What follows belongs to an exercise in optimizing a design on an open flow for small area; a production flow would make more cautious choices.
Function was checked by simulation only, so behaviour that the tests miss may differ from the original.
The clock port is modelled as an ideal driver, which makes a skipped or thinned clock tree look cheaper than it is; a real chip needs a root buffer or a tree.
Power figures rest on the tool's default switching activity, not on a simulated workload.

File: config.mk
export PLATFORM = sky130hd
export DESIGN_NAME = Convolution_pipeline
export DESIGN_NICKNAME = Convolution_pipeline
export VERILOG_FILES = /design/flow/design.v
export SDC_FILE = /design/flow/constraint.sdc
export NUM_CORES = 4
export LEC_CHECK = 0
export CAP_MARGIN = 0
export CORE_MARGIN = 2
export CORE_UTILIZATION = 60
export GPL_TIMING_DRIVEN = 0
export PLACE_DENSITY = 0.7
export SLEW_MARGIN = 0
export SYNTH_HIERARCHICAL = 1
export SYNTH_MINIMUM_KEEP_SIZE = 0
File: constraint.sdc
create_clock -name core_clock -period 3.0 [get_ports {clk}]
set_input_delay 0.6000 -clock core_clock [delete_from_list [all_inputs] [get_ports {clk}]]
set_output_delay 0.6000 -clock core_clock [all_outputs]
set_load 0.01 [all_outputs]
File: design.v
module Convolution_pipeline(
    clk,
    rst_n,
    in_valid,
    In_IFM_1,
    In_IFM_2,
    In_IFM_3,
    In_IFM_4,
    In_Weight_1,
    In_Weight_2,
    In_Weight_3,
    In_Weight_4,
    Out_OFM
    );
input clk, rst_n;
input in_valid;
input [3:0] In_IFM_1;
input [3:0] In_IFM_2;
input [3:0] In_IFM_3;
input [3:0] In_IFM_4;
input [3:0] In_Weight_1;
input [3:0] In_Weight_2;
input [3:0] In_Weight_3;
input [3:0] In_Weight_4;
output [11:0] Out_OFM;
wire pp1_00, pp1_01, pp1_02, pp1_03, pp1_10, pp1_11, pp1_12, pp1_13, pp1_20, pp1_21, pp1_22, pp1_23, pp1_30, pp1_31, pp1_32, pp1_33, pp2_00, pp2_01, pp2_02, pp2_03, pp2_10, pp2_11, pp2_12, pp2_13, pp2_20, pp2_21, pp2_22, pp2_23, pp2_30, pp2_31, pp2_32, pp2_33, pp3_00, pp3_01, pp3_02, pp3_03, pp3_10, pp3_11, pp3_12, pp3_13, pp3_20, pp3_21, pp3_22, pp3_23, pp3_30, pp3_31, pp3_32, pp3_33, pp4_00, pp4_01, pp4_02, pp4_03, pp4_10, pp4_11, pp4_12, pp4_13, pp4_20, pp4_21, pp4_22, pp4_23, pp4_30, pp4_31, pp4_32, pp4_33, fs1, fc2, fs3, fc4, fs5, fc6, fs7, fc8, fs9, fc10, fs11, fc12, fs13, fc14, fs15, fc16, fs17, fc18, fs19, fc20, fs21, fc22, fs23, fc24, fs25, fc26, fs27, fc28, fs29, fc30, fs31, fc32, fs33, fc34, fs35, fc36, fs37, fc38, fs39, fc40, fs41, fc42, fs43, fc44, fs45, fc46, fs47, fc48, fs49, fc50, fs51, fc52, fs53, fc54, fs55, fc56, fs57, fc58, fs59, fc60, fs61, fc62, fs63, fc64, fs65, fc66, fs67, fc68, fs69, fc70, fs71, fc72, fs73, fc74, fs75, fc76, fs77, fc78, fs79, fc80, fs81, fc82, fs83, fc84, fs85, fc86, fs87, fc88, fs89, fc90, x91, x92, cn93, x94, cn95, x96, cn97, x98, x99, cn100, fs101, fc102, fs103, fc104, fs105, fc106, fs107, fc108, fs109, fc110, x111, cn112, x113, cn114, x115, cn116, x117, cn118, fs119, fc120, x121, x122, cn123;
assign pp1_00 = ~(In_IFM_1[0] & In_Weight_1[0]);
assign pp1_01 = ~(In_IFM_1[0] & In_Weight_1[1]);
assign pp1_02 = ~(In_IFM_1[0] & In_Weight_1[2]);
assign pp1_03 = ~(In_IFM_1[0] & In_Weight_1[3]);
assign pp1_10 = ~(In_IFM_1[1] & In_Weight_1[0]);
assign pp1_11 = ~(In_IFM_1[1] & In_Weight_1[1]);
assign pp1_12 = ~(In_IFM_1[1] & In_Weight_1[2]);
assign pp1_13 = ~(In_IFM_1[1] & In_Weight_1[3]);
assign pp1_20 = ~(In_IFM_1[2] & In_Weight_1[0]);
assign pp1_21 = ~(In_IFM_1[2] & In_Weight_1[1]);
assign pp1_22 = ~(In_IFM_1[2] & In_Weight_1[2]);
assign pp1_23 = ~(In_IFM_1[2] & In_Weight_1[3]);
assign pp1_30 = ~(In_IFM_1[3] & In_Weight_1[0]);
assign pp1_31 = ~(In_IFM_1[3] & In_Weight_1[1]);
assign pp1_32 = ~(In_IFM_1[3] & In_Weight_1[2]);
assign pp1_33 = ~(In_IFM_1[3] & In_Weight_1[3]);
assign pp2_00 = ~(In_IFM_2[0] & In_Weight_2[0]);
assign pp2_01 = ~(In_IFM_2[0] & In_Weight_2[1]);
assign pp2_02 = ~(In_IFM_2[0] & In_Weight_2[2]);
assign pp2_03 = ~(In_IFM_2[0] & In_Weight_2[3]);
assign pp2_10 = ~(In_IFM_2[1] & In_Weight_2[0]);
assign pp2_11 = ~(In_IFM_2[1] & In_Weight_2[1]);
assign pp2_12 = ~(In_IFM_2[1] & In_Weight_2[2]);
assign pp2_13 = ~(In_IFM_2[1] & In_Weight_2[3]);
assign pp2_20 = ~(In_IFM_2[2] & In_Weight_2[0]);
assign pp2_21 = ~(In_IFM_2[2] & In_Weight_2[1]);
assign pp2_22 = ~(In_IFM_2[2] & In_Weight_2[2]);
assign pp2_23 = ~(In_IFM_2[2] & In_Weight_2[3]);
assign pp2_30 = ~(In_IFM_2[3] & In_Weight_2[0]);
assign pp2_31 = ~(In_IFM_2[3] & In_Weight_2[1]);
assign pp2_32 = ~(In_IFM_2[3] & In_Weight_2[2]);
assign pp2_33 = ~(In_IFM_2[3] & In_Weight_2[3]);
assign pp3_00 = ~(In_IFM_3[0] & In_Weight_3[0]);
assign pp3_01 = ~(In_IFM_3[0] & In_Weight_3[1]);
assign pp3_02 = ~(In_IFM_3[0] & In_Weight_3[2]);
assign pp3_03 = ~(In_IFM_3[0] & In_Weight_3[3]);
assign pp3_10 = ~(In_IFM_3[1] & In_Weight_3[0]);
assign pp3_11 = ~(In_IFM_3[1] & In_Weight_3[1]);
assign pp3_12 = ~(In_IFM_3[1] & In_Weight_3[2]);
assign pp3_13 = ~(In_IFM_3[1] & In_Weight_3[3]);
assign pp3_20 = ~(In_IFM_3[2] & In_Weight_3[0]);
assign pp3_21 = ~(In_IFM_3[2] & In_Weight_3[1]);
assign pp3_22 = ~(In_IFM_3[2] & In_Weight_3[2]);
assign pp3_23 = ~(In_IFM_3[2] & In_Weight_3[3]);
assign pp3_30 = ~(In_IFM_3[3] & In_Weight_3[0]);
assign pp3_31 = ~(In_IFM_3[3] & In_Weight_3[1]);
assign pp3_32 = ~(In_IFM_3[3] & In_Weight_3[2]);
assign pp3_33 = ~(In_IFM_3[3] & In_Weight_3[3]);
assign pp4_00 = ~(In_IFM_4[0] & In_Weight_4[0]);
assign pp4_01 = ~(In_IFM_4[0] & In_Weight_4[1]);
assign pp4_02 = ~(In_IFM_4[0] & In_Weight_4[2]);
assign pp4_03 = ~(In_IFM_4[0] & In_Weight_4[3]);
assign pp4_10 = ~(In_IFM_4[1] & In_Weight_4[0]);
assign pp4_11 = ~(In_IFM_4[1] & In_Weight_4[1]);
assign pp4_12 = ~(In_IFM_4[1] & In_Weight_4[2]);
assign pp4_13 = ~(In_IFM_4[1] & In_Weight_4[3]);
assign pp4_20 = ~(In_IFM_4[2] & In_Weight_4[0]);
assign pp4_21 = ~(In_IFM_4[2] & In_Weight_4[1]);
assign pp4_22 = ~(In_IFM_4[2] & In_Weight_4[2]);
assign pp4_23 = ~(In_IFM_4[2] & In_Weight_4[3]);
assign pp4_30 = ~(In_IFM_4[3] & In_Weight_4[0]);
assign pp4_31 = ~(In_IFM_4[3] & In_Weight_4[1]);
assign pp4_32 = ~(In_IFM_4[3] & In_Weight_4[2]);
assign pp4_33 = ~(In_IFM_4[3] & In_Weight_4[3]);
Conv_fa u_fs1 (.a(pp1_00), .b(pp2_00), .c(pp3_00), .s(fs1), .co(fc2));
Conv_fa u_fs3 (.a(pp1_01), .b(pp1_10), .c(pp2_01), .s(fs3), .co(fc4));
Conv_fa u_fs5 (.a(pp2_10), .b(pp3_01), .c(pp3_10), .s(fs5), .co(fc6));
Conv_fa u_fs7 (.a(pp1_02), .b(pp1_11), .c(pp1_20), .s(fs7), .co(fc8));
Conv_fa u_fs9 (.a(pp2_02), .b(pp2_11), .c(pp2_20), .s(fs9), .co(fc10));
Conv_fa u_fs11 (.a(pp3_02), .b(pp3_11), .c(pp3_20), .s(fs11), .co(fc12));
Conv_fa u_fs13 (.a(pp4_02), .b(pp4_11), .c(pp4_20), .s(fs13), .co(fc14));
Conv_fa u_fs15 (.a(pp1_03), .b(pp1_12), .c(pp1_21), .s(fs15), .co(fc16));
Conv_fa u_fs17 (.a(pp1_30), .b(pp2_03), .c(pp2_12), .s(fs17), .co(fc18));
Conv_fa u_fs19 (.a(pp2_21), .b(pp2_30), .c(pp3_03), .s(fs19), .co(fc20));
Conv_fa u_fs21 (.a(pp3_12), .b(pp3_21), .c(pp3_30), .s(fs21), .co(fc22));
Conv_fa u_fs23 (.a(pp4_03), .b(pp4_12), .c(pp4_21), .s(fs23), .co(fc24));
Conv_fa u_fs25 (.a(pp1_13), .b(pp1_22), .c(pp1_31), .s(fs25), .co(fc26));
Conv_fa u_fs27 (.a(pp2_13), .b(pp2_22), .c(pp2_31), .s(fs27), .co(fc28));
Conv_fa u_fs29 (.a(pp3_13), .b(pp3_22), .c(pp3_31), .s(fs29), .co(fc30));
Conv_fa u_fs31 (.a(pp4_13), .b(pp4_22), .c(pp4_31), .s(fs31), .co(fc32));
Conv_fa u_fs33 (.a(pp1_23), .b(pp1_32), .c(pp2_23), .s(fs33), .co(fc34));
Conv_fa u_fs35 (.a(pp2_32), .b(pp3_23), .c(pp3_32), .s(fs35), .co(fc36));
Conv_fa u_fs37 (.a(pp1_33), .b(pp2_33), .c(pp3_33), .s(fs37), .co(fc38));
Conv_fa u_fs39 (.a(pp4_01), .b(pp4_10), .c(fc2), .s(fs39), .co(fc40));
Conv_fa u_fs41 (.a(pp4_30), .b(fc10), .c(fc12), .s(fs41), .co(fc42));
Conv_fa u_fs43 (.a(fc16), .b(fc18), .c(fc20), .s(fs43), .co(fc44));
Conv_fa u_fs45 (.a(pp4_23), .b(pp4_32), .c(fc26), .s(fs45), .co(fc46));
Conv_fa u_fs47 (.a(fc28), .b(fc30), .c(fc32), .s(fs47), .co(fc48));
Conv_fa u_fs49 (.a(pp4_33), .b(fc34), .c(fc36), .s(fs49), .co(fc50));
Conv_fa u_fs51 (.a(fc4), .b(fc6), .c(fs11), .s(fs51), .co(fc52));
Conv_fa u_fs53 (.a(fs13), .b(fs7), .c(fs9), .s(fs53), .co(fc54));
Conv_fa u_fs55 (.a(fc14), .b(fc8), .c(fs15), .s(fs55), .co(fc56));
Conv_fa u_fs57 (.a(fs17), .b(fs19), .c(fs21), .s(fs57), .co(fc58));
Conv_fa u_fs59 (.a(fc22), .b(fc24), .c(fs25), .s(fs59), .co(fc60));
Conv_fa u_fs61 (.a(fs27), .b(fs29), .c(fs31), .s(fs61), .co(fc62));
Conv_fa u_fs63 (.a(fs33), .b(fs35), .c(fc44), .s(fs63), .co(fc64));
Conv_fa u_fs65 (.a(fs37), .b(fc46), .c(fc48), .s(fs65), .co(fc66));
Conv_fa u_fs67 (.a(fs23), .b(fc52), .c(fc54), .s(fs67), .co(fc68));
Conv_fa u_fs69 (.a(fc42), .b(fc56), .c(fc58), .s(fs69), .co(fc70));
Conv_fa u_fs71 (.a(fs3), .b(fs5), .c(fs39), .s(fs71), .co(fc72));
Conv_fa u_fs73 (.a(fc60), .b(fc62), .c(fs45), .s(fs73), .co(fc74));
Conv_fa u_fs75 (.a(fc40), .b(fs51), .c(fs53), .s(fs75), .co(fc76));
Conv_fa u_fs77 (.a(fs41), .b(fs55), .c(fs57), .s(fs77), .co(fc78));
Conv_fa u_fs79 (.a(fs43), .b(fs59), .c(fs61), .s(fs79), .co(fc80));
Conv_fa u_fs81 (.a(fc38), .b(fc50), .c(fc66), .s(fs81), .co(fc82));
Conv_fa u_fs83 (.a(fs47), .b(fc70), .c(fs63), .s(fs83), .co(fc84));
Conv_fa u_fs85 (.a(fs49), .b(fc64), .c(fc74), .s(fs85), .co(fc86));
Conv_fa u_fs87 (.a(fc68), .b(fc78), .c(fs69), .s(fs87), .co(fc88));
Conv_fa u_fs89 (.a(fc76), .b(fs67), .c(fs77), .s(fs89), .co(fc90));
Conv_xor u_x91 (.a(fc80), .b(fs73), .y(x91));
Conv_xor u_x92 (.a(x91), .b(fc88), .y(x92));
assign cn93 = (fc80 & fs73) | (fc88 & (fc80 | fs73));
Conv_xor u_x94 (.a(pp4_00), .b(fs1), .y(x94));
Conv_or u_cn95 (.a(pp4_00), .b(fs1), .y(cn95));
Conv_xor u_x96 (.a(fs71), .b(cn95), .y(x96));
Conv_or u_cn97 (.a(fs71), .b(cn95), .y(cn97));
Conv_xor u_x98 (.a(fc72), .b(fs75), .y(x98));
Conv_xor u_x99 (.a(x98), .b(cn97), .y(x99));
assign cn100 = (fc72 & fs75) | (cn97 & (fc72 | fs75));
Conv_fa u_fs101 (.a(r1[5]), .b(r1[6]), .c(r1[7]), .s(fs101), .co(fc102));
Conv_fa u_fs103 (.a(r1[8]), .b(r1[9]), .c(fc102), .s(fs103), .co(fc104));
Conv_fa u_fs105 (.a(r1[10]), .b(r1[11]), .c(r1[12]), .s(fs105), .co(fc106));
Conv_fa u_fs107 (.a(r1[13]), .b(fs105), .c(fc104), .s(fs107), .co(fc108));
Conv_fa u_fs109 (.a(r1[14]), .b(r1[15]), .c(fc106), .s(fs109), .co(fc110));
Conv_xor u_x111 (.a(r1[3]), .b(r1[4]), .y(x111));
Conv_or u_cn112 (.a(r1[3]), .b(r1[4]), .y(cn112));
Conv_xor u_x113 (.a(fs101), .b(cn112), .y(x113));
Conv_or u_cn114 (.a(fs101), .b(cn112), .y(cn114));
Conv_xor u_x115 (.a(fs103), .b(cn114), .y(x115));
Conv_or u_cn116 (.a(fs103), .b(cn114), .y(cn116));
Conv_xor u_x117 (.a(fs107), .b(cn116), .y(x117));
Conv_or u_cn118 (.a(fs107), .b(cn116), .y(cn118));
Conv_fa u_fs119 (.a(fc108), .b(fs109), .c(cn118), .s(fs119), .co(fc120));
Conv_xor u_x121 (.a(r1[16]), .b(fc110), .y(x121));
Conv_xor u_x122 (.a(x121), .b(fc120), .y(x122));
assign cn123 = (r1[16] & fc110) | (fc120 & (r1[16] | fc110));
reg [16:0] r1;
reg [9:0] s2, s3;
always @(posedge clk) begin
    if (in_valid) begin
        r1[0] <= x94;
        r1[1] <= x96;
        r1[2] <= x99;
        r1[3] <= fs89;
        r1[4] <= cn100;
        r1[5] <= fs79;
        r1[6] <= fs87;
        r1[7] <= fc90;
        r1[8] <= fs83;
        r1[9] <= x92;
        r1[10] <= fs65;
        r1[11] <= fc84;
        r1[12] <= fs85;
        r1[13] <= cn93;
        r1[14] <= fs81;
        r1[15] <= fc86;
        r1[16] <= fc82;
        s2 <= {cn123, x122, fs119, x117, x115, x113, x111, r1[2], r1[1], r1[0]};
        s3 <= s2;
    end
end
reg [1:0] cnt;
always @(posedge clk or negedge rst_n) begin
    if (!rst_n)
        cnt <= 2'b00;
    else if (in_valid)
        cnt <= {cnt[1] | cnt[0], ~cnt[1]};
end
reg [9:0] ofm;
wire [9:0] ofm_d;
wire ofm_en = in_valid && cnt == 2'b10;
wire ofm_en_n = ~ofm_en;
Conv_hold u_hold0 (.en(ofm_en), .en_n(ofm_en_n), .d(s3[0]), .q(ofm[0]), .y(ofm_d[0]));
Conv_hold u_hold1 (.en(ofm_en), .en_n(ofm_en_n), .d(s3[1]), .q(ofm[1]), .y(ofm_d[1]));
Conv_holdn u_hold2 (.en_n(ofm_en_n), .d(s3[2]), .q(ofm[2]), .y(ofm_d[2]));
Conv_hold u_hold3 (.en(ofm_en), .en_n(ofm_en_n), .d(s3[3]), .q(ofm[3]), .y(ofm_d[3]));
Conv_hold u_hold4 (.en(ofm_en), .en_n(ofm_en_n), .d(s3[4]), .q(ofm[4]), .y(ofm_d[4]));
Conv_hold u_hold5 (.en(ofm_en), .en_n(ofm_en_n), .d(s3[5]), .q(ofm[5]), .y(ofm_d[5]));
Conv_hold u_hold6 (.en(ofm_en), .en_n(ofm_en_n), .d(s3[6]), .q(ofm[6]), .y(ofm_d[6]));
Conv_holdn u_hold7 (.en_n(ofm_en_n), .d(s3[7]), .q(ofm[7]), .y(ofm_d[7]));
Conv_holdn u_hold8 (.en_n(ofm_en_n), .d(s3[8]), .q(ofm[8]), .y(ofm_d[8]));
Conv_holdn u_hold9 (.en_n(ofm_en_n), .d(s3[9]), .q(ofm[9]), .y(ofm_d[9]));
always @(posedge clk or negedge rst_n) begin
    if (!rst_n)
        ofm <= 10'd0;
    else
        ofm <= ofm_d;
end
assign Out_OFM = {2'b00, ofm};
endmodule
module Conv_fa(a, b, c, s, co);
input a, b, c;
output s, co;
assign s = a ^ b ^ c;
assign co = (a & b) | (c & (a ^ b));
endmodule
module Conv_hold(en, en_n, d, q, y);
input en, en_n, d, q;
output y;
assign y = (en & d) | (en_n & q);
endmodule
module Conv_holdn(en_n, d, q, y);
input en_n, d, q;
output y;
assign y = (~en_n & ~d) | (en_n & q);
endmodule
module Conv_or(a, b, y);
input a, b;
output y;
assign y = a | b;
endmodule
module Conv_xor(a, b, y);
input a, b;
output y;
assign y = a ^ b;
endmodule
File: flow/run.sh
#!/bin/bash
# The standard layout (the standard.sh), with three changes:
#  - the port buffers are buf_1 cells (the default picks a 10 um2 delay buffer)
#  - CTS inserts no dummy clock loads
#  - after CTS, regroup_clock.tcl drives the clock pins from three of CTS's
#    four leaf buffers instead of four (same tree depth)
export BUFFER_PORTS_ARGS="-buffer_cell sky130_fd_sc_hd__buf_1"
export CTS_ARGS="-sink_clustering_enable -repair_clock_nets -dont_use_dummy_load"
export POST_CTS_TCL="$PWD/flow/regroup_clock.tcl"
export CLOCK_LEAVES=3
bash standard.sh > standard.log 2>&1
File: flow/regroup_clock.tcl
# Rebuild the leaf level of the clock tree that CTS made: the clock pins are
# split into CLOCK_LEAVES groups by position (k-means), each driven by one of
# CTS's own leaf buffers moved to the middle of its group; the leaf buffers
# left over are removed.  No clock pin changes its depth in the tree.
set block [ord::get_db_block]
set nleaf $::env(CLOCK_LEAVES)
set root [$block findInst clkbuf_0_clk]
set rootnet [[$root findITerm X] getNet]
set leaves {}
foreach it [$rootnet getITerms] {
  set inst [$it getInst]
  if {$inst != $root && [string match "*clkbuf*" [[$inst getMaster] getName]]} { lappend leaves $inst }
}
if {[llength $leaves] <= $nleaf} {
  puts "clock regroup: [llength $leaves] leaf buffers, nothing to do"
  return
}
# clock pins and their positions
set sinks {}
foreach leaf $leaves {
  foreach it [[[$leaf findITerm X] getNet] getITerms] {
    if {[$it getInst] == $leaf} { continue }
    set bb [[$it getInst] getBBox]
    lappend sinks [list $it [expr {([$bb xMin]+[$bb xMax])/2.0}] [expr {([$bb yMin]+[$bb yMax])/2.0}]]
  }
}
puts "clock regroup: [llength $sinks] clock pins, [llength $leaves] leaf buffers -> $nleaf"
# k-means, seeded by the sinks sorted along x
set srt [lsort -real -index 1 $sinks]
set n [llength $srt]
set cx {}; set cy {}
for {set k 0} {$k < $nleaf} {incr k} {
  set s [lindex $srt [expr {int(($k+0.5)*$n/$nleaf)}]]
  lappend cx [lindex $s 1]; lappend cy [lindex $s 2]
}
for {set iter 0} {$iter < 50} {incr iter} {
  set asg {}
  foreach s $sinks {
    set best 0; set bd 1e30
    for {set k 0} {$k < $nleaf} {incr k} {
      set d [expr {abs([lindex $s 1]-[lindex $cx $k]) + abs([lindex $s 2]-[lindex $cy $k])}]
      if {$d < $bd} { set bd $d; set best $k }
    }
    lappend asg $best
  }
  # balance: cap each group at ceil(n/nleaf)+1 by moving farthest members
  set ncx {}; set ncy {}
  for {set k 0} {$k < $nleaf} {incr k} {
    set sx 0; set sy 0; set c 0
    foreach s $sinks a $asg { if {$a == $k} { set sx [expr {$sx+[lindex $s 1]}]; set sy [expr {$sy+[lindex $s 2]}]; incr c } }
    if {$c > 0} { lappend ncx [expr {$sx/$c}]; lappend ncy [expr {$sy/$c}] } else { lappend ncx [lindex $cx $k]; lappend ncy [lindex $cy $k] }
  }
  set cx $ncx; set cy $ncy
}
set counts {}
for {set k 0} {$k < $nleaf} {incr k} { set c 0; foreach a $asg { if {$a == $k} { incr c } }; lappend counts $c }
puts "clock regroup: group sizes $counts"
# drop the extra leaf buffers
foreach leaf [lrange $leaves $nleaf end] {
  set onet [[$leaf findITerm X] getNet]
  foreach it [$onet getITerms] { $it disconnect }
  [$leaf findITerm A] disconnect
  odb::dbInst_destroy $leaf
  odb::dbNet_destroy $onet
}
set leaves [lrange $leaves 0 [expr {$nleaf-1}]]
# reconnect the clock pins and move the leaf buffers
foreach s $sinks { [lindex $s 0] disconnect }
for {set k 0} {$k < $nleaf} {incr k} {
  set leaf [lindex $leaves $k]
  set onet [[$leaf findITerm X] getNet]
  foreach s $sinks a $asg { if {$a == $k} { [lindex $s 0] connect $onet } }
  set bb [$leaf getBBox]
  $leaf setLocation [expr {int([lindex $cx $k] - ([$bb xMax]-[$bb xMin])/2)}] [expr {int([lindex $cy $k])}]
  $leaf setPlacementStatus PLACED
}
if {[info exists ::env(CLOCK_ROOT_CELL)]} { replace_cell [get_cells [$root getName]] $::env(CLOCK_ROOT_CELL) }
detailed_placement
estimate_parasitics -placement
File: standard.sh
#!/bin/bash
# synth_recipe.tcl (not shown) runs the flow's synth.tcl, then flattens the netlist and writes it again
# the make line also repeats each setting of config.mk as NAME=value (left out here)
make -C /OpenROAD-flow-scripts/flow DESIGN_CONFIG=/design/flow/config.mk WORK_HOME=/design/flow/orfs CLKGATE_MAP_FILE= SYNTH_SCRIPT=/design/flow/synth_recipe.tcl "${@:-finish}"
==> results of run 1 <==
==> state kept, by name (all words and copies together), names as in the netlist <==
register	count
cnt	2
ofm	10
r1	17
s2	10
s3	10
==> area by class of cell <==
cell class | instances | area, sq um
Timing Repair Buffer | 44 | 175
Multi-Input combinational cell | 156 | 1570
Buffer | 2 | 15.0
Inverter | 1 | 3.75
Sequential cell | 49 | 1410
Fill cell | 360 | 1440
Tap cell | 67 | 83.8
Clock buffer | 4 | 55.1
==> metal layers <==
metal	routed length, um	part of all wire	GRT usage	vias to the layer above
met2	2510	0.53	0.339	59
met4	46	0.0098	0.0655	0
li1	-	-	-	780
met1	1900	0.40	0.242	839
met5	0	0	0	-
met3	244	0.052	0.0420	4
==> path summary, 6_finish.rpt <==
check                      cells past startpoint           start      to
max in group asynchronous                      1           rst_n  ofm[2]
min reg2reg                                    1           s3[8]  ofm[8]
min in group core_clock                        1           s3[8]  ofm[8]
max reg2reg                                    6           r1[5]   s2[9]
max                                            7  In_Weight_1[3]  r1[13]
min                                            1           rst_n  ofm[3]
==> layout by cell type (no fill, tap or decap), drive strengths merged <==
| cell | Yosys | routed |
|---|---|---|
| a21o | 1 | 1 |
| a22o | 6 | 6 |
| and3 | 1 | 1 |
| buf | 2 | 39 |
| clkbuf | 0 | 11 |
| conb | 1 | 2 |
| dfrtp | 12 | 12 |
| edfxtp | 37 | 37 |
| fa | 51 | 51 |
| inv | 1 | 1 |
| maj3 | 3 | 3 |
| mux2i | 1 | 1 |
| nand2 | 68 | 68 |
| nand3 | 1 | 1 |
| o21ai | 4 | 4 |
| or2 | 6 | 6 |
| xor2 | 12 | 12 |
==> through the flow <==
stage	instance area (sq um)	std cells	TNS, ns
2_1_floorplan	2990	208	0
3_3_place_gp	3240	319	-5.96
3_5_place_dp	3240	319	-0.906
5_1_grt	3310	323	0
6_report	3310	323	0
==> modules after synthesis, one instance, submodules excluded <==
module / cell area, sq um / cells / times used / flip-flops and latches
Conv_xor: 8.76 / 1 / 12 / 0
Conv_holdn: 8.76 / 2 / 4 / 0
Convolution_pipeline: 1740 / 124 / 1 / 49
Conv_fa: 20.0 / 1 / 51 / 0
Conv_or: 6.26 / 1 / 6 / 0
Conv_hold: 8.76 / 1 / 6 / 0
==> critical path: stages <==
cell	delay, ns
buf_1	0.16
nand2_1	0.10
fa_1	0.57
fa_1	0.44
fa_1	0.43
fa_2	0.39
maj3_2	0.31
==> where the power goes <==
part           total, uW  internal [uW]  switching [uW]
Combinational        815            392             423
Clock                298            121             177
Sequential          1130           1050            75.2
Total               2240           1560             676
==> logic make-up after synthesis <==
family,Yosys count,synth area share
and+or+nand+nor,76,0.102
adders and majority gates,54,0.353
DFF,49,0.472
xor gates and xnor gates,12,0.0352
AOI/OAI and AO/OA,11,0.0268
buffers and inverters,3,0.00628
other,1,0.00126
muxes,1,0.00335
==> summary.txt, run 1 <==
cells after synthesis about 210; Hold Worst Slack ~0.27 ns; Synth Flop Type edfxtp_1; startpoint class of the critical path input pin; number of synthesized flops with an enable pin 37; GP Congestion between 0.8 and 0.9; crit-path max FO 4; Synth-to-Final Area Change 10.8%; Leakage 0.00116 uW; # DRC 0; warnings from Yosys 7; Final setup viols 0; Final Cycle Share 0.986; Die W roughly 75 um; antenna-violating nets left 0; Vias/cell around 5.2; Total Routing Usage GR 0.194; clk slew on worst S/H paths 0.10 ns; pin count of the biggest net entering global routing 42; Tmin final 2.96 ns; hpwl dp ~4000 um; first-pass GRT wire length roughly 7500 um; class of the worst hold path in2async; WP data required 3.05 ns; pwr/cell area about 680 mW/mm^2; share of the synthesized area in the top cell type 0.372; Yosys cell types 16; unrepaired setup endpoints after global routing no; r2r setup slk 0.13 ns; share of layout cells above drive strength 1 0.0742; DIE HEIGHT 74.6 um; Initial Utilization 0.628; Slew @ Worst Pin 0.856 ns; flops & latches, synth 49; critical path class in2reg; TritonRoute pass-1 iters 4; maxcap violations 0; syn avg cell area 14.4 sq um; Synth Cell Area 0.00299 sq mm; Max VDD drop 0.318 mV; Sinks on Clock Net 49; Slew HR 0.429; drt wl/cell 14.5 um; register area share after synthesis 0.472; Critical Path Sink Type flop; Pins Over Slew Limit 0; vias in the first global route 1631; count leader, synth nand2_1; post-synthesis async set-or-reset flop share 0.245; ant diodes 0; Routed WL 4690 um; Final Hold Vio Count 0; arrival time worst endpoint between 3 and 4 ns; I/O pin count 47; Final Core Density 0.696; f_max 0.338 GHz; synth cell count leaders 68 x nand2_1, 51 x fa_1, 37 x edfxtp_1, 12 x dfrtp_1, 12 x xor2_1; clock skew 0.0127 ns; cell taking the most area after synthesis edfxtp_1; Congestion Overflow GR 0; status finished clean; Final WS setup 0.0429 ns; later-pin clock latency in the skew report roughly 0.3 ns; Synth area leaders edfxtp_1 37%, fa_1 34%, dfrtp_1 10%, nand2_1 8.5%, xor2_1 3.5%; First DRT Iteration DRCs 114; initial antenna violation count 0; Tot Pwr about 2200 uW; die area 0.00556 sq mm; num rows 25; fin nets 344; Place WS -0.306 ns; via count 1682; Port Buffer Count 44; Core Area 0.00475 sq mm
==> inputs of run 2 (changes only) <==
==> flow/run.sh (replaced) <==
#!/bin/bash
# The standard layout (the standard.sh), with these changes:
#  - the port buffers are buf_1 cells (the default picks a 10 um2 delay buffer)
#  - CTS inserts no dummy clock loads
#  - after CTS (post_cts.tcl): regroup_clock.tcl drives the clock pins from
#    three of CTS's four leaf buffers (same tree depth), and tiebuf.tcl makes
#    the buffers between tie cells and output ports buf_1
export BUFFER_PORTS_ARGS="-buffer_cell sky130_fd_sc_hd__buf_1"
export CTS_ARGS="-sink_clustering_enable -repair_clock_nets -dont_use_dummy_load"
export POST_CTS_TCL="$PWD/flow/post_cts.tcl"
export CLOCK_LEAVES=3
export TIE_BUF_CELL=sky130_fd_sc_hd__buf_1
bash standard.sh > standard.log 2>&1
==> flow/post_cts.tcl (new file) <==
# Run after CTS (POST_CTS_TCL): regroup the clock tree's leaves, then shrink
# the buffers that drive constant output ports.
set flowdir [file dirname [info script]]
source [file join $flowdir regroup_clock.tcl]
source [file join $flowdir tiebuf.tcl]
--- a/flow/regroup_clock.tcl
+++ b/flow/regroup_clock.tcl
@@ -2,6 +2,7 @@
 # split into CLOCK_LEAVES groups by position (k-means), each driven by one of
 # CTS's own leaf buffers moved to the middle of its group; the leaf buffers
 # left over are removed.  No clock pin changes its depth in the tree.
+proc regroup_clock {} {
 set block [ord::get_db_block]
 set nleaf $::env(CLOCK_LEAVES)
 set root [$block findInst clkbuf_0_clk]
@@ -77,3 +78,5 @@
 if {[info exists ::env(CLOCK_ROOT_CELL)]} { replace_cell [get_cells [$root getName]] $::env(CLOCK_ROOT_CELL) }
 detailed_placement
 estimate_parasitics -placement
+}
+regroup_clock
==> flow/tiebuf.tcl (new file) <==
# Buffers that only pass a tie cell's constant to an output port need no
# drive: make them TIE_BUF_CELL.
set block [ord::get_db_block]
foreach inst [$block getInsts] {
  set m [[$inst getMaster] getName]
  if {![string match "sky130_fd_sc_hd__buf_*" $m]} { continue }
  set a [$inst findITerm A]
  if {$a eq "NULL" || $a eq ""} { continue }
  set net [$a getNet]
  if {$net eq "NULL" || $net eq ""} { continue }
  set tie 0
  foreach it [$net getITerms] {
    if {[string match "sky130_fd_sc_hd__conb_*" [[[$it getInst] getMaster] getName]]} { set tie 1 }
  }
  if {$tie && $m ne $::env(TIE_BUF_CELL)} {
    puts "tie buffer [$inst getName]: $m -> $::env(TIE_BUF_CELL)"
    replace_cell [get_cells [$inst getName]] $::env(TIE_BUF_CELL)
  }
}
--- a/config.mk
+++ b/config.mk
@@ -7,9 +7,9 @@
 export LEC_CHECK = 0
 export CAP_MARGIN = 0
 export CORE_MARGIN = 2
-export CORE_UTILIZATION = 60
+export CORE_UTILIZATION = 50
 export GPL_TIMING_DRIVEN = 0
-export PLACE_DENSITY = 0.7
+export PLACE_DENSITY = 0.6
 export SLEW_MARGIN = 0
 export SYNTH_HIERARCHICAL = 1
 export SYNTH_MINIMUM_KEEP_SIZE = 0
==> run 2 against run 1 <==
Die area up 19%. Still clean. Sequential cell count is the same. Largest power group unchanged. Clock skew is 0.013 ns higher.
==> summary.txt, run 2 <==
status finished clean; Initial Utilization 0.511; Final Cycle Share 0.979; flops & latches, synth 49; initial antenna violation count 0; ant diodes 0; hpwl dp 4000 um; share of layout cells above drive strength 1 0.0898; share of the synthesized area in the top cell type 0.372; Final setup viols 0; filler instances 498; syn avg cell area approximately 14 sq um; worst r2r dst s2[9]; pin count of the biggest net entering global routing 42; drt wl/cell around 14 um; Synth-to-Final Area Change 11.3%; WP data required 3.03 ns; Synth Flop Type edfxtp_1; I/O pin count 47; Final WS setup around 0.064 ns; clock skew 0.0257 ns; reg2reg start r1[6]; Tot Pwr 2230 uW; GP Congestion 0.863; R2R cell count 6; Routed WL ~4800 um; commonest non-fill, non-tap cell in the layout nand2_1; Synth Cell Area 0.00299 sq mm; num rows 28; vias in the first global route 1732; post-synthesis async set-or-reset flop share 0.245; antenna-violating nets left 0; number of synthesized flops with an enable pin 37; count leader, synth nand2_1; die area 0.00661 sq mm; Pins Over Slew Limit 0; r2r setup slk roughly 0.15 ns; # DRC 0; Cell Count Post-Placement 327; Slew HR 0.423; Max VDD drop roughly 0.36 mV; First DRT Iteration DRCs 34; TritonRoute pass-1 iters 4; Vias/cell ~5.1; first-pass GRT wire length 7910 um; Worst Setup SP In_IFM_3[1]; Biggest register r1; Port Buffer Count 44; warnings from Yosys 7; Total Routing Usage GR 0.165; most frequent cells in the layout 68 x nand2_1, 44 x fa_1, 37 x buf_1, 37 x edfxtp_1; maxcap violations 0; Critical Path Sink Type flop; Core Area 0.00585 sq mm; clk slew on worst S/H paths 0.11 ns; Tmin final around 3 ns; fin nets about 340; max reg flops 17; Congestion Overflow GR 0; synth cell count leaders 68 x nand2_1, 51 x fa_1, 37 x edfxtp_1, 12 x dfrtp_1, 12 x xor2_1; crit-path max FO 4; Leakage around 0.0011 uW; startpoint class of the critical path input pin; via count 1673; Hold Worst Slack 0.289 ns; class of the worst hold path in2async; Non-Filler Instances 331; pwr/cell area 671 mW/mm^2; DIE HEIGHT 81.3 um; later-pin clock latency in the skew report around 0.30 ns; Sinks on Clock Net between 40 and 50; critical path class in2reg; arrival time worst endpoint about 3.0 ns; Slew @ Worst Pin 0.866 ns; Synth area leaders edfxtp_1 37%, fa_1 34%, dfrtp_1 10%, nand2_1 8.5%, xor2_1 3.5%; cell taking the most area after synthesis edfxtp_1; register area share after synthesis 0.472; Place WS -0.321 ns; Final Hold Vio Count 0; f_max 0.341 GHz; Die W slightly above 80 um; unrepaired setup endpoints after global routing no; Yosys cell types 16; cells after synthesis 207
-- run 2: cell counts after synthesis --
No cell type changed its count.
-- run 2: worst max-delay path by stage --
stage / depth (start not counted) / endpoint
5_1_grt: 7 / r1[13]
2_1_floorplan: 6 / r1[13]
3_3_place_gp: 3 / ofm[0]
6_report: 7 / r1[13]
3_5_place_dp: 7 / r1[13]
-- run 2: critical path: stages --
cell and delay, ns:
buf_1 0.16, nand2_1 0.11, fa_1 0.58, fa_2 0.46, fa_2 0.36, fa_2 0.39, maj3_2 0.31
-- run 2: cells by family after synthesis --
kind of cell / count (synthesis) / share of synthesized area
other: 1 / 0.00126
buffers and inverters: 3 / 0.00628
adders and majority gates: 54 / 0.353
AOI/OAI and AO/OA: 11 / 0.0268
DFF: 49 / 0.472
muxes: 1 / 0.00335
and+or+nand+nor: 76 / 0.102
xor gates and xnor gates: 12 / 0.0352
-- run 2: per-module statistics from Yosys (local to each module, per instance) --
module / flops+latches / times used / cell area (sq um)
Conv_fa: 0 / 51 / 20.0
Conv_hold: 0 / 6 / 8.76
Conv_holdn: 0 / 4 / 8.76
Conv_or: 0 / 6 / 6.26
Conv_xor: 0 / 12 / 8.76
Convolution_pipeline: 49 / 1 / 1740
-- run 2: metal layers --
metal	up-vias	routed length, um	GRT usage
li1	778	-	-
met1	836	1880	0.195
met2	51	2500	0.288
met3	8	210	0.0322
met4	0	163	0.0847
met5	-	0	0
-- run 2: metrics by stage --
step	setup TNS [ns]	utilization	instance area [sq um]
3_3_place_gp	-6.19	0.556	3250
5_1_grt	0	0.569	3330
2_1_floorplan	0	-	2990
3_5_place_dp	-0.935	0.556	3250
6_report	0	0.569	3330
-- run 2: cell type report --
type	count	area, sq um	area share
timing repair buffer	44	176	0.0530
multi-input combinational	156	1580	0.475
sequential	49	1410	0.424
buffer	2	7.51	0.00226
clock buffer	4	55.1	0.0165
inverter	1	3.75	0.00113
tap	75	93.8	0.0282
-- run 2: power by group --
group | total [uW] | switching, uW | internal [uW] | leakage [uW]
logic | 815 | 419 | 395 | 0.000613
registers | 1120 | 73.0 | 1050 | 0.000508
clock network | 293 | 172 | 121 | 0.0000288
==> inputs of run 3 (changes only) <==
--- a/config.mk
+++ b/config.mk
@@ -7,9 +7,9 @@
 export LEC_CHECK = 0
 export CAP_MARGIN = 0
 export CORE_MARGIN = 2
-export CORE_UTILIZATION = 50
-export GPL_TIMING_DRIVEN = 0
-export PLACE_DENSITY = 0.6
+export CORE_UTILIZATION = 60
+export GPL_TIMING_DRIVEN = 1
+export PLACE_DENSITY = 0.7
 export SLEW_MARGIN = 0
 export SYNTH_HIERARCHICAL = 1
 export SYNTH_MINIMUM_KEEP_SIZE = 0
==> run 3 against run 2 <==
Still clean. Cell count rose by 6.9%. Worst hold slack got worse by 0.025 ns. Power rose by 4.5%. Core utilization is 18 points higher. Count of clock-buffer cells in the layout unchanged. Cell area grew 6.8%. Non-clock buffer count rose by 31. Clock skew rose by 0.0014 ns. Clock power is 2% higher.
==> summary.txt, run 3 <==
Comb power frac 0.386; area of the multi-input gates ~0.0016 sq mm; Vias/cell 5.21; share of power burned in registers 0.486; r2r setup slk 0.09 ns; Synth area leaders edfxtp_1 37%, fa_1 34%, dfrtp_1 10%, nand2_1 8.5%, xor2_1 3.5%; synth cell count leaders 68 x nand2_1, 51 x fa_1, 37 x edfxtp_1, 12 x dfrtp_1, 12 x xor2_1; pin count of the biggest net entering global routing 41; Final Hold Vio Count 0; Final Core Density 0.747; first-pass GRT wire length 8770 um; Critical Path Sink Type flop; Cell Count Post-Placement 350; filler instances ~350; worst-path cell chain buf_1 -> nand2_1 -> fa_1 -> fa_1 -> fa_1 -> fa_2 -> maj3_2; Leakage about 0.0013 uW; worst stage delay on the critical path 0.51 ns; worst r2r dst s2[9]; hpwl dp about 4800 um; Die W 74.6 um; most used cell, CP fa_1; DIE HEIGHT 74.6 um; Sequential Area 0.00141 sq mm; Sw Share 0.308; cells after synthesis 207; Total Routing Usage GR 0.226; Pins Over Slew Limit 0; Slew HR 0.587; Initial Utilization 0.628; pwr/cell area 656 mW/mm^2; Tot Pwr 2330 uW; TritonRoute pass-1 iters 4; register area share after synthesis 0.472; Biggest register r1; status finished clean; family with the most delay on the worst path adder cells; P_sw 718 uW; GP Congestion just under 1; Max VDD drop between 0.2 and 0.3 mV; max reg flops 17; cell taking the most area after synthesis edfxtp_1; die area 0.00556 sq mm; share of the synthesized area in the top cell type 0.372; clock skew 0.0271 ns; clk slew on worst S/H paths 0.11 ns; fin nets 375; Buf/Inv on CP 1; initial antenna violation count 0; Sinks on Clock Net between 40 and 50; num rows 25; class of the worst hold path in2async; Synth Flop Type edfxtp_1; Setup TNS Final 0 ns; Final setup viols 0; antenna-violating nets left 0; unrepaired setup endpoints after global routing no; First DRT Iteration DRCs 136; Port Buffer Count 44; post-synthesis async set-or-reset flop share 0.245; I/O pin count 47; # DRC 0; P_int roughly 1600 uW; Synth-to-Final Area Change 18.9%; WP data required 3.03 ns; critical path class in2reg; syn avg cell area 14.4 sq um; drt wl/cell 15.4 um; share of layout cells above drive strength 1 0.188; maxcap violations 0; crit-path max FO 4; Core Area 0.00475 sq mm; Final Cycle Share 0.979; Non-Filler Instances 354; warnings from Yosys 7; f_max 0.341 GHz; vias in the first global route 1968; Congestion Overflow GR 0; later-pin clock latency in the skew report 0.31 ns; Slowest cell on crit path fa_1; Clock power frac 0.128; flops & latches, synth 49; commonest non-fill, non-tap cell in the layout nand2_1; ant diodes 0; Routed WL 5460 um; via count 1846; Tmin final just under 3 ns; R2R cell count 6; number of synthesized flops with an enable pin 37; Slew @ Worst Pin 0.619 ns; Synth Cell Area 0.00299 sq mm; arrival time worst endpoint 2.97 ns; most frequent cells in the layout 68 x nand2_1, 46 x fa_1, 37 x edfxtp_1, 35 x buf_1, 33 x buf_4; startpoint class of the critical path input pin; reg2reg start r1[5]; count leader, synth nand2_1; Yosys cell types 16
run 3: worst max path at each step:
stage,start,slack [ns],cells after the start,end
final,In_IFM_2[2],0.06,7,r1[13]
after global routing,r1[5],0.004,6,s2[9]
after detailed placement,In_Weight_1[0],-0.29,7,r1[13]
after global placement,In_Weight_1[0],-0.26,7,r1[13]
after floorplan,In_Weight_1[3],0.004,6,r1[13]
run 3: cell type report:
class	count	area share
clock buffers	4	0.0155
inverters	1	0.00106
multi-input cells	156	0.443
flip-flops and latches	49	0.397
well taps	67	0.0236
repair buffers	77	0.119
run 3: through the flow:
step	cell area (sq um)	hold WS, ns	worst slack [ns]
3_3_place_gp	3480	0.401	-0.262
2_1_floorplan	2990	0.304	0.00441
3_5_place_dp	3480	0.405	-0.295
5_1_grt	3550	0.300	0.00385
6_report	3550	0.264	0.0635
run 3: kinds of logic after synthesis:
logic type	Yosys count	share of synthesized area
other	1	0.00126
AOI/OAI and AO/OA	11	0.0268
and+or+nand+nor	76	0.102
muxes	1	0.00335
DFF	49	0.472
adders and majority gates	54	0.353
xor gates and xnor gates	12	0.0352
buffers and inverters	3	0.00628
run 3: per-layer routing:
metal / part of all wire / vias up / global-route usage / routed length (um)
met1: 0.36 / 912 / 0.250 / 1970
met5: 0 / - / 0 / 0
met3: 0.056 / 14 / 0.0488 / 307
li1: - / 840 / - / -
met4: 0.038 / 0 / 0.105 / 210
met2: 0.54 / 80 / 0.413 / 2970
run 3: modules after synthesis, one instance, submodules excluded:
module | area [sq um] | times used
Conv_fa | 20.0 | 51
Conv_holdn | 8.76 | 4
Conv_xor | 8.76 | 12
Conv_hold | 8.76 | 6
Conv_or | 6.26 | 6
Convolution_pipeline | 1740 | 1
run 3: power groups by stage:
stage,Clock (uW),Combinational (uW),Sequential (uW)
floorplan,0,595,1150
global placement,0,829,1130
detailed placement,0,898,1150
global route,339,1020,1160
finish,299,899,1130
==> inputs of run 4 (changes only) <==
--- a/config.mk
+++ b/config.mk
@@ -8,7 +8,7 @@
 export CAP_MARGIN = 0
 export CORE_MARGIN = 2
 export CORE_UTILIZATION = 60
-export GPL_TIMING_DRIVEN = 1
+export GPL_TIMING_DRIVEN = 0
 export PLACE_DENSITY = 0.7
 export SLEW_MARGIN = 0
 export SYNTH_HIERARCHICAL = 1
==> run 4 against run 3 <==
Still clean. Core utilization is 5.2 points lower. First-iteration DRC count shrank 16%. Sequential cell count stayed put. Via count shrank 8.8%. Cell count is 8.8% lower. Sequential share of layout area up 3.0 points. Clock power is essentially flat. Synthesized cell count stayed put. Clock skew fell by 0.014 ns. Global-route usage fell by 3.1 points. Power shrank 3.9%. Largest power group unchanged.
==> summary.txt, run 4 <==
post-synthesis async set-or-reset flop share 0.245; Max VDD drop 0.319 mV; clk slew on worst S/H paths 0.10 ns; startpoint class of the critical path input pin; register area share after synthesis 0.472; R2R cell count 6; Pins Over Slew Limit 0; flops & latches, synth approximately 50; Synth Flop Type edfxtp_1; unrepaired setup endpoints after global routing no; r2r setup slk 0.13 ns; commonest non-fill, non-tap cell in the layout nand2_1; P_int ~1600 uW; share of power burned in registers 0.502; syn avg cell area 14.4 sq um; arrival time worst endpoint 3.01 ns; clock skew 0.0130 ns; warnings from Yosys 7; worst-path cell chain buf_1 -> nand2_1 -> fa_1 -> fa_1 -> fa_1 -> fa_2 -> maj3_2; WP data required just over 3 ns; Routed WL 4710 um; critical path class in2reg; Congestion Overflow GR 0; pwr/cell area roughly 680 mW/mm^2; Buf/Inv on CP 1; cell taking the most area after synthesis edfxtp_1; Port Buffer Count 44; Synth area leaders edfxtp_1 37%, fa_1 34%, dfrtp_1 10%, nand2_1 8.5%, xor2_1 3.5%; P_sw 678 uW; cell area after placement between 0.003 and 0.004 sq mm; Biggest register r1; Worst Setup SP In_Weight_1[3]; filler instances 362; Sequential Area 0.00141 sq mm; pin count of the biggest net entering global routing 42; share of layout cells above drive strength 1 0.0664; Slowest cell on crit path fa_1; first-pass GRT wire length 7550 um; vias in the first global route 1631; Slew HR 0.426; First DRT Iteration DRCs 114; count leader, synth nand2_1; Final Instance Area 0.00330 sq mm; fin nets around 340; Die W 74.6 um; via count 1684; drt wl/cell between 10 and 15 um; Clock power frac 0.133; Final setup viols 0; area of the multi-input gates 0.00157 sq mm; ant diodes 0; Total Routing Usage GR 0.194; worst r2r dst s2[9]; synth cell count leaders 68 x nand2_1, 51 x fa_1, 37 x edfxtp_1, 12 x dfrtp_1, 12 x xor2_1; initial antenna violation count 0; reg2reg start r1[5]; Slew @ Worst Pin 0.862 ns; later-pin clock latency in the skew report around 0.30 ns; Hold Worst Slack ~0.27 ns; die area 0.00556 sq mm; Sinks on Clock Net 49; DIE HEIGHT 74.6 um; Tmin final 2.96 ns; most used cell, CP fa_1; worst stage delay on the critical path 0.57 ns; Sw Share 0.302; max reg flops 17; Comb power frac 0.364; cells after synthesis 207; share of the synthesized area in the top cell type 0.372; Setup TNS Final 0 ns; num rows 25; status finished clean; most frequent cells in the layout 68 x nand2_1, 49 x fa_1, 38 x buf_1, 37 x edfxtp_1; # DRC 0; f_max between 0.3 and 0.4 GHz; class of the worst hold path in2async; maxcap violations 0; Cell Count Post-Placement about 320; Non-Filler Instances approximately 320; Yosys cell types 16; number of synthesized flops with an enable pin 37; Final Hold Vio Count 0; Leakage approximately 0.0011 uW; Critical Path Sink Type flop; Initial Utilization 0.628; family with the most delay on the worst path adder cells; Vias/cell 5.21; crit-path max FO 4; Synth-to-Final Area Change 10.6%; hpwl dp slightly below 4000 um; Final Cycle Share 0.986; Final Core Density 0.695; Synth Cell Area approximately 0.003 sq mm; antenna-violating nets left 0; TritonRoute pass-1 iters 4; Core Area 0.00475 sq mm; GP Congestion 0.888; I/O pin count 47
-- run 4: cell counts after synthesis --
No cell type changed its count.
-- run 4: final cells by class --
cell class | instances | share of cell area
inverter | 1 | 0.00114
buffer | 2 | 0.00227
multi-input combinational | 156 | 0.474
sequential | 49 | 0.427
timing repair buffer | 44 | 0.0530
tap | 67 | 0.0254
clock buffer | 4 | 0.0167
-- run 4: per-module statistics from Yosys (local to each module, per instance) --
module / cell area, sq um / flip-flops and latches / copies in the design / cells
Conv_holdn: 8.76 / 0 / 4 / 2
Convolution_pipeline: 1740 / 49 / 1 / 124
Conv_fa: 20.0 / 0 / 51 / 1
Conv_xor: 8.76 / 0 / 12 / 1
Conv_hold: 8.76 / 0 / 6 / 1
Conv_or: 6.26 / 0 / 6 / 1
-- run 4: worst reg2reg max path, stage by stage, from the launching register on --
cell      delay [ns]
edfxtp_1        0.41
fa_1            0.45
fa_1            0.39
fa_1            0.46
or2_1           0.24
fa_2            0.36
maj3_2          0.31
-- run 4: power by group through the flow --
stage | logic, uW | registers, uW | clock network [uW]
after floorplan | 595 | 1150 | 0
after global placement | 782 | 1140 | 0
after detailed placement | 821 | 1140 | 0
after global routing | 952 | 1150 | 335
final | 817 | 1130 | 299
-- run 4: kinds of logic after synthesis --
family / synth area share
AO/OA/AOI/OAI: 0.0268
XOR/XNOR: 0.0352
adder cells (fa/ha/maj): 0.353
buffers and inverters: 0.00628
flip-flops: 0.472
multiplexers: 0.00335
other: 0.00126
AND/OR/NAND/NOR: 0.102
-- run 4: routing by layer --
metal,part of all wire,track usage,vias up,routed length [um]
li1,-,-,780,-
met1,0.41,0.242,841,1910
met2,0.53,0.339,59,2510
met3,0.052,0.0420,4,244
met4,0.0098,0.0655,0,46
met5,0,0,-,0
-- run 4: stage by stage --
stage	power, uW	setup slack, ns
2_1_floorplan	1740	0.00441
3_3_place_gp	1920	-0.566
3_5_place_dp	1960	-0.306
5_1_grt	2430	0.000122
6_report	2240	0.0428
-- run 4: worst max-delay path by stage --
stage | slack, ns | depth (start not counted) | end
after floorplan | 0.004 | 6 | r1[13]
after global placement | -0.57 | 3 | ofm[4]
after detailed placement | -0.31 | 7 | r1[13]
after global routing | 0.0001 | 7 | r1[13]
final | 0.04 | 7 | r1[13]
==> inputs of run 5 (changes only) <==
--- a/flow/run.sh
+++ b/flow/run.sh
@@ -4,7 +4,7 @@
 #  - CTS inserts no dummy clock loads
 #  - after CTS (post_cts.tcl): regroup_clock.tcl drives the clock pins from
 #    three of CTS's four leaf buffers (same tree depth), and tiebuf.tcl makes
-#    the buffers between tie cells and output ports buf_1
+#    the buffers between tie cells and output ports buf_1, fed by one tie cell
 export BUFFER_PORTS_ARGS="-buffer_cell sky130_fd_sc_hd__buf_1"
 export CTS_ARGS="-sink_clustering_enable -repair_clock_nets -dont_use_dummy_load"
 export POST_CTS_TCL="$PWD/flow/post_cts.tcl"
==> flow/tiebuf.tcl (replaced) <==
# Buffers that only pass a tie cell's constant to an output port need no
# drive: make them TIE_BUF_CELL, and let one tie cell drive them all.
proc tie_buffers {} {
  set block [ord::get_db_block]
  set keep ""
  foreach inst [$block getInsts] {
    set m [[$inst getMaster] getName]
    if {![string match "sky130_fd_sc_hd__buf_*" $m]} { continue }
    set net [[$inst findITerm A] getNet]
    if {$net eq "NULL" || $net eq ""} { continue }
    set tie ""
    foreach it [$net getITerms] {
      set ti [$it getInst]
      if {[string match "sky130_fd_sc_hd__conb_*" [[$ti getMaster] getName]]} { set tie $ti; set tiepin [[$it getMTerm] getName] }
    }
    if {$tie eq ""} { continue }
    if {$m ne $::env(TIE_BUF_CELL)} {
      puts "tie buffer [$inst getName]: $m -> $::env(TIE_BUF_CELL)"
      replace_cell [get_cells [$inst getName]] $::env(TIE_BUF_CELL)
    }
    # one tie cell for all: move this buffer to the first tie cell's net
    if {$keep eq ""} {
      if {[llength [$net getITerms]] == 2} { set keep [list $tie $tiepin $net] }
      continue
    }
    if {[lindex $keep 1] ne $tiepin || [llength [$net getITerms]] != 2} { continue }
    [$inst findITerm A] disconnect
    [$inst findITerm A] connect [lindex $keep 2]
    foreach it [$tie getITerms] { if {[$it getNet] ne "NULL" && [$it getNet] ne ""} { $it disconnect } }
    puts "tie cell [$tie getName] removed: [$inst getName] now driven by [[lindex $keep 0] getName]"
    odb::dbInst_destroy $tie
    odb::dbNet_destroy $net
  }
}
tie_buffers
--- a/config.mk
+++ b/config.mk
@@ -9,7 +9,7 @@
 export CORE_MARGIN = 2
 export CORE_UTILIZATION = 60
 export GPL_TIMING_DRIVEN = 0
-export PLACE_DENSITY = 0.7
+export PLACE_DENSITY = 0.8
 export SLEW_MARGIN = 0
 export SYNTH_HIERARCHICAL = 1
 export SYNTH_MINIMUM_KEEP_SIZE = 0
==> run 5 against run 4 <==
Power is 1.3% higher. Core utilization rose by 0.18 points. Critical path depth unchanged. Global-route usage up 1.0 points. Cell area is 0.27% higher. Via count increased by 1.6%. Synthesized cell count did not move. First-iteration DRC count shrank 46%. Clock skew grew 0.0058 ns. Critical path type unchanged. Critical endpoint unchanged. Largest power group unchanged.
==> summary.txt, run 5 <==
vias in the first global route 1790; cell area after placement 0.00324 sq mm; f_max 0.340 GHz; startpoint class of the critical path input pin; number of synthesized flops with an enable pin 37; first-pass GRT wire length 8050 um; warnings from Yosys 7; Slew HR 0.433; Synth area leaders edfxtp_1 37%, fa_1 34%, dfrtp_1 10%, nand2_1 8.5%, xor2_1 3.5%; flops & latches, synth 49; Synth Flop Type edfxtp_1; Max VDD drop 0.378 mV; Final setup viols 0; Place WS -0.289 ns; WP data required 3.03 ns; clock skew between 0.015 and 0.02 ns; # DRC 0; cell taking the most area after synthesis edfxtp_1; class of the worst hold path in2async; Buf/Inv on CP 1; cells after synthesis 207; worst stage delay on the critical path 0.50 ns; post-synthesis async set-or-reset flop share 0.245; hpwl dp roughly 4000 um; share of layout cells above drive strength 1 0.0902; worst-path cell chain buf_1 -> nand2_1 -> fa_1 -> fa_1 -> fa_1 -> fa_2 -> maj3_2; syn avg cell area 14.4 sq um; Critical Path Sink Type flop; Congestion Overflow GR 0; First DRT Iteration DRCs 61; met3 usage 0.0366; Yosys cell types 16; Vias/cell 5.31; arrival time worst endpoint 2.97 ns; Pins Over Slew Limit 0; Final Instance Area 0.00331 sq mm; Initial Utilization 0.628; Biggest register r1; Tot Pwr 2270 uW; most used cell, CP fa_1; Routed WL 4980 um; antenna-violating nets left 0; Final Cycle Share 0.980; met1 usage 0.227; max reg flops 17; Final Hold Vio Count 0; GP Congestion 0.904; TritonRoute pass-1 iters 5; most frequent cells in the layout 68 x nand2_1, 45 x fa_1, 37 x edfxtp_1, 36 x buf_1; Leakage about 0.0011 uW; GR Layer Usage met2 0.390; Slew @ Worst Pin 0.850 ns; unrepaired setup endpoints after global routing no; pin count of the biggest net entering global routing 42; register area share after synthesis 0.472; maxcap violations 0; synth cell count leaders 68 x nand2_1, 51 x fa_1, 37 x edfxtp_1, 12 x dfrtp_1, 12 x xor2_1; family with the most delay on the worst path adder cells; Tmin final between 2 and 3 ns; count leader, synth nand2_1; die area about 0.0056 sq mm; num rows 25; Port Buffer Count 44; later-pin clock latency in the skew report 0.29 ns; r2r setup slk 0.12 ns; ant diodes 0; Final WS setup 0.0596 ns; Final Core Density 0.697; DIE HEIGHT 74.6 um; filler instances 359; drt wl/cell 15.5 um; commonest non-fill, non-tap cell in the layout nand2_1; fin nets 343; pwr/cell area 685 mW/mm^2; initial antenna violation count 0; gr busiest metal met2; Synth Cell Area 0.00299 sq mm; share of the synthesized area in the top cell type 0.372; Core Area ~0.0048 sq mm; status finished clean; critical path class in2reg; Sinks on Clock Net 49; Synth-to-Final Area Change 10.8%; crit-path max FO 4; Total Routing Usage GR 0.205; Die W 74.6 um; clk slew on worst S/H paths 0.10 ns; via count 1711; I/O pin count 47; Slowest cell on crit path fa_1
[run 5: final cells by class]
type                       count  area [sq um]  area share
multi-input combinational    155          1570       0.475
buffer                         2          7.51     0.00227
sequential                    49          1410       0.426
clock buffer                   4          55.1      0.0166
tap                           67          83.8      0.0253
timing repair buffer          44           178      0.0536
inverter                       1          3.75     0.00113
[run 5: worst paths after layout]
check | cells after the start | from | end
max in group asynchronous | 1 | rst_n | ofm[6]
hold reg to reg | 0 | s2[9] | s3[9]
setup / recovery | 7 | In_Weight_2[3] | r1[13]
min in group core_clock | 0 | s2[9] | s3[9]
setup reg to reg | 6 | r1[5] | s2[9]
hold / removal | 1 | rst_n | ofm[2]
[run 5: through the flow]
step | TNS, ns | instances | hold slack [ns]
finish | 0 | 322 | 0.287
global route | 0 | 322 | 0.317
detailed placement | -0.770 | 319 | 0.406
global placement | -5.10 | 319 | 0.401
floorplan | 0 | 208 | 0.304
[run 5: logic make-up after synthesis]
family / share of synthesized area
AOI/OAI and AO/OA: 0.0268
adders and majority gates: 0.353
muxes: 0.00335
buffers and inverters: 0.00628
DFF: 0.472
and+or+nand+nor: 0.102
xor gates and xnor gates: 0.0352
other: 0.00126
[run 5: Yosys stat by module, one instance, submodules excluded]
module | area (sq um) | flops+latches | copies in the design
Conv_holdn | 8.76 | 0 | 4
Conv_xor | 8.76 | 0 | 12
Conv_fa | 20.0 | 0 | 51
Convolution_pipeline | 1740 | 49 | 1
Conv_or | 6.26 | 0 | 6
Conv_hold | 8.76 | 0 | 6
[run 5: per-layer routing]
metal  part of all wire  wire [um]
met1               0.37       1820
met2               0.56       2810
met3              0.042        211
met4              0.028        137
met5                  0          0
[run 5: power breakdown]
group / switching, uW / internal [uW]
logic: 439 / 405
clock network: 167 / 121
registers: 84.6 / 1050
total: 691 / 1580
==> inputs of run 6 (changes only) <==
--- a/config.mk
+++ b/config.mk
@@ -9,7 +9,7 @@
 export CORE_MARGIN = 2
 export CORE_UTILIZATION = 60
 export GPL_TIMING_DRIVEN = 0
-export PLACE_DENSITY = 0.8
+export PLACE_DENSITY = 0.7
 export SLEW_MARGIN = 0
 export SYNTH_HIERARCHICAL = 1
 export SYNTH_MINIMUM_KEEP_SIZE = 0
==> run 6 against run 5 <==
Critical path type unchanged. Power is 1.2% lower. Die area stayed put. Combinational power is 3.3% lower. Worst hold slack worse by 0.0030 ns. Cell count stayed put. Register-to-register slack hardly changed. First-iteration DRC count is 90% higher. Clock skew is 0.0054 ns lower. Count of clock-buffer cells in the layout stayed put.
==> summary.txt, run 6 <==
Core Area 0.00475 sq mm; clk slew on worst S/H paths 0.10 ns; share of the synthesized area in the top cell type 0.372; f_max 0.340 GHz; share of layout cells above drive strength 1 0.0667; Total Routing Usage GR 0.196; count leader, synth nand2_1; class of the worst hold path in2async; status finished clean; Final Core Density 0.694; first-pass GRT wire length 7610 um; Tmin final 2.95 ns; commonest non-fill, non-tap cell in the layout nand2_1; TritonRoute pass-1 iters 4; Die W 74.6 um; Biggest register r1; register area share after synthesis 0.472; drt wl/cell 14.8 um; Final Cycle Share 0.982; Congestion Overflow GR 0; Synth Flop Type edfxtp_1; Slew @ Worst Pin 0.858 ns; worst-path cell chain buf_1 -> nand2_1 -> fa_1 -> fa_1 -> fa_1 -> fa_2 -> maj3_2; Slew HR 0.428; antenna-violating nets left 0; startpoint class of the critical path input pin; die area 0.00556 sq mm; max reg flops 17; Tot Pwr 2240 uW; initial antenna violation count 0; family with the most delay on the worst path adder cells; syn avg cell area 14.4 sq um; Pins Over Slew Limit 0; cell taking the most area after synthesis edfxtp_1; Routed WL between 4000 and 5000 um; Sinks on Clock Net 49; ant diodes 0; Slowest cell on crit path fa_1; GP Congestion around 0.89; First DRT Iteration DRCs 116; DIE HEIGHT 74.6 um; unrepaired setup endpoints after global routing no; Synth area leaders edfxtp_1 37%, fa_1 34%, dfrtp_1 10%, nand2_1 8.5%, xor2_1 3.5%; post-synthesis async set-or-reset flop share 0.245; number of synthesized flops with an enable pin 37; Critical Path Sink Type flop; Buf/Inv on CP 1; fin nets approximately 340; synth cell count leaders 68 x nand2_1, 51 x fa_1, 37 x edfxtp_1, 12 x dfrtp_1, 12 x xor2_1; num rows 25; pwr/cell area around 680 mW/mm^2; Synth Cell Area 0.00299 sq mm; arrival time worst endpoint about 3.0 ns; cells after synthesis 207; filler instances 364; Port Buffer Count 44; clock skew 0.0134 ns; most frequent cells in the layout 68 x nand2_1, 49 x fa_1, 38 x buf_1, 37 x edfxtp_1; vias in the first global route 1633; pin count of the biggest net entering global routing 42; maxcap violations 0; Vias/cell between 5 and 6; Yosys cell types 16; critical path class in2reg; Initial Utilization 0.628; warnings from Yosys 7; Synth-to-Final Area Change 10.4%; later-pin clock latency in the skew report ~0.3 ns; Final Hold Vio Count 0; r2r setup slk 0.13 ns; Final setup viols 0; flops & latches, synth 49; I/O pin count 47; hpwl dp 3960 um; # DRC 0; via count 1677; most used cell, CP fa_1; WP data required 3.05 ns; Leakage around 0.0011 uW; crit-path max FO 4; worst stage delay on the critical path between 0.5 and 0.6 ns; Max VDD drop roughly 0.32 mV
[run 6: cell count changes in the layout (fill, tap and decap cells not counted), sizes merged]
cell	before	now
clkbuf	13	11
buf	37	39
[run 6: layout make-up]
type                       count  area [sq um]  area share
multi-input combinational    155          1560       0.474
sequential                    49          1410       0.428
timing repair buffer          44           175      0.0531
tap                           67          83.8      0.0254
clock buffer                   4          55.1      0.0167
buffer                         2          7.51     0.00228
inverter                       1          3.75     0.00114
[run 6: final timing paths]
check                                     from     end  cells past startpoint
min in group core_clock                  s3[8]  ofm[8]                      1
worst max register to register           r1[5]   s2[9]                      6
max in group asynchronous                rst_n  ofm[2]                      1
worst max-delay path            In_Weight_2[2]  r1[13]                      7
worst min-delay path                     rst_n  ofm[3]                      1
worst min register to register           s3[8]  ofm[8]                      1
[run 6: cells by family after synthesis]
group	Yosys count	share of synthesized area
simple gates	76	0.102
fa+ha+maj	54	0.353
flops	49	0.472
xor+xnor	12	0.0352
compound gates	11	0.0268
buf+inv	3	0.00628
other cells	1	0.00126
mux	1	0.00335
[run 6: worst register-to-register path, stage by stage (launching register included)]
cell      delay, ns
edfxtp_1       0.41
fa_1           0.45
fa_1           0.39
fa_1           0.46
or2_1          0.24
fa_2           0.36
maj3_2         0.31
[run 6: where the power goes]
part | internal, uW | total (uW) | switching [uW]
combinational | 392 | 817 | 425
clock | 121 | 299 | 178
sequential | 1050 | 1130 | 75.0
[run 6: through the flow]
step	std cells	instance area, sq um	setup slack, ns	setup TNS (ns)	hold slack, ns
global route	322	3300	0.000122	0	0.322
global placement	319	3240	-0.566	-5.96	0.400
floorplan	208	2990	0.00441	0	0.304
detailed placement	319	3240	-0.306	-0.906	0.405
finish	322	3300	0.0547	0	0.284
[run 6: routing by layer]
layer	part of all wire	wire [um]	track usage	up-vias
li1	-	-	-	779
met1	0.40	1920	0.242	831
met2	0.54	2550	0.347	63
met3	0.051	242	0.0420	4
met4	0.0097	46	0.0655	0
met5	0	0	0	-
[run 6: Yosys stat by module, one instance, submodules excluded]
module | times used | area, sq um | cells
Conv_or | 6 | 6.26 | 1
Convolution_pipeline | 1 | 1740 | 124
Conv_holdn | 4 | 8.76 | 2
Conv_hold | 6 | 8.76 | 1
Conv_fa | 51 | 20.0 | 1
Conv_xor | 12 | 8.76 | 1

separate check: timing with driven ports:
The flow's constraints put no driver on any port. The routed layouts listed below were extracted and timed again, unchanged, in two steps.
Step 1 sets driving cells, clkbuf_16 on the clock port and buf_2 on the other inputs (assumed; they add their load-dependent delay and slew).
Step 2 times the ports against the registers' clock, not the clock port: input delays grow and output delays shrink by t, the midpoint of the rising clock arrivals with the driver on.
a / b / c = ideal ports / drivers / drivers and shift; a / b = the first two.
| run | t (ns) | setup WS [ns] | worst slew at a driven data input, ns | pins driven straight from the clock port |
|---|---|---|---|---|
| run 1 | 0.322 | 0.043 / 0.046 / -0.276 | 0.03 | 1 |
| run 2 | 0.312 | 0.064 / 0.068 / -0.244 | 0.04 | 1 |
| run 3 | 0.322 | 0.064 / 0.070 / -0.251 | 0.04 | 1 |
| run 4 | 0.321 | 0.043 / 0.046 / -0.275 | 0.03 | 1 |
| run 5 | 0.310 | 0.060 / 0.066 / -0.245 | 0.03 | 1 |
| run 6 | 0.321 | 0.055 / 0.055 / -0.266 | 0.03 | 1 |
Met with ideal ports but missed after step 2: setup timing in every run listed. The setup slack of run 6, which loses most, moves by 0.000 ns with the drivers and by -0.321 ns with both steps.
